This is an optimization exercise on Yosys and OpenROAD, whose aim is a short achievable clock period and few clock cycles, not a production implementation. The RTL was checked by simulation tests, not by an equivalence proof against the original design.

// mips_core
module mips_core (
	input         clk,
	input         rst,
	output [31:0] imem_addr,
	input  [31:0] imem_rdata,
	output [31:0] dmem_addr,
	output [31:0] dmem_wdata,
	output [3:0]  dmem_wmask,
	output        dmem_we,
	input  [31:0] dmem_rdata,
	output        wb_en,
	output [4:0]  wb_reg,
	output [31:0] wb_data
);
reg  [9:0]  fa;           
reg  [9:0]  fa_n;         
reg         f_first;      
reg  [31:0] f_pc;
reg  [9:0]  lr_f;         
reg  [31:0] lr_d;         
reg  [31:0] lr_e;         
reg  [63:0] bht_v;        
reg  [1:0]  bht_c [0:63]; 
reg         u_en, u_tk;   
reg  [5:0]  u_idx;
reg         d_valid;
reg  [31:0] ir;
reg  [31:0] d_pc;
reg         d_pt;         
reg  [31:0] rfq_a, rfq_b; 
reg         q_hitEa, q_hitEb;    
reg         q_hitMa, q_hitMb;    
reg         q_hitWa, q_hitWb;    
reg  [31:0] w_val;               
reg         q_br, q_bne, q_mem, q_use_rs, q_za, q_zb;
reg         e_valid;
reg  [31:0] e_a, e_b;
reg  [4:0]  e_sh;
reg         e_sub;
reg  [1:0]  e_shop;
reg  [7:0]  e_sel;
reg  [4:0]  e_dst;
reg         e_wen, e_load, e_br, e_bne, e_pt, e_jr, e_jal;
  ...
Size: about 1800 flip-flops, ~92000 um^2 of cells after synthesis.
==> flow/config.mk <==
export PLATFORM = sky130hd
export DESIGN_NAME = mips_core
export DESIGN_NICKNAME = mips_core
export VERILOG_FILES = /design/flow/design.v
export SDC_FILE = /design/flow/constraint.sdc
export NUM_CORES = 4
export LEC_CHECK = 0
export ABC_CLOCK_PERIOD_IN_PS = 2500
export CAP_MARGIN = 20
export CORE_MARGIN = 2
export CORE_UTILIZATION = 40
export CTS_CLUSTER_DIAMETER = 80
export CTS_CLUSTER_SIZE = 20
export PLACE_DENSITY = 0.6
export SLEW_MARGIN = 20
==> flow/constraint.sdc <==
create_clock -name core_clock -period 12.0 [get_ports {clk}]
set_input_delay 2.4000 -clock core_clock [delete_from_list [all_inputs] [get_ports {clk}]]
set_output_delay 2.4000 -clock core_clock [all_outputs]
set_load 0.01 [all_outputs]
standard.sh (not shown) runs the stock make flow with config.mk's settings and CLKGATE_MAP_FILE= SYNTH_SCRIPT=/design/flow/synth_recipe.tcl, a recipe that flattens the netlist after the stock synthesis.
==> flow/flow/run.sh <==
#!/bin/bash
# Standard ORFS layout, with timing repair aiming well past the 12 ns clock:
# repair_timing treats any path with less than SETUP_SLACK_MARGIN ns of slack
# as failing, so the layout is optimised for the shortest period it can reach.
# Sizing may change a cell's footprint, and adders are left to abc as plain
# gates (no ADDER_MAP_FILE), which times them better than mapped full adders.
# The constraints (clock period, I/O delays, loads) are the standard flow's, unchanged.
set -euo pipefail
MARGIN=${MARGIN:-8.5}
bash standard.sh SETUP_SLACK_MARGIN=$MARGIN MATCH_CELL_FOOTPRINT=0 ADDER_MAP_FILE= finish > flow_make.log 2>&1
The first run died in global routing, error GRT-0232.
Testbench counts at the start, summed over its fixed seeds: cycles 41,620.
Edit:
==> flow/flow/run.sh (replaced) <==
#!/bin/bash
# Standard ORFS layout, with timing repair aiming well past the 12 ns clock:
# repair_timing treats any path with less than SETUP_SLACK_MARGIN ns of slack
# as failing, so the layout is optimised for the shortest period it can reach.
# Sizing may change a cell's footprint, and global routing keeps more of met1
# free (flow/fastroute.tcl). Adders are left to abc as plain gates (no
# ADDER_MAP_FILE), which times them better than the mapped full adders.  The constraints (clock period, I/O delays,
# loads) are the standard flow's, unchanged.
set -euo pipefail
MARGIN=${MARGIN:-8.5}
bash standard.sh SETUP_SLACK_MARGIN=$MARGIN MATCH_CELL_FOOTPRINT=0 ADDER_MAP_FILE= FASTROUTE_TCL=$(pwd)/flow/fastroute.tcl finish > flow_make.log 2>&1
==> flow/flow/fastroute.tcl (new file) <==
# Global routing resources: as the platform's, but leaving more of met1 to the
# cells' own pins, so the detailed router meets fewer shorts on met1.
set_global_routing_layer_adjustment $::env(MIN_ROUTING_LAYER)-$::env(MAX_ROUTING_LAYER) 0.2
set_global_routing_layer_adjustment met1 0.4

set_routing_layers -clock $::env(MIN_CLK_ROUTING_LAYER)-$::env(MAX_ROUTING_LAYER)
set_routing_layers -signal $::env(MIN_ROUTING_LAYER)-$::env(MAX_ROUTING_LAYER)
- PLACE_DENSITY: 0.6 -> 0.55
The new run ended with an error in global routing with GRT-0232.
Synthesized cell count stays the same.
Area after synthesis stays the same.
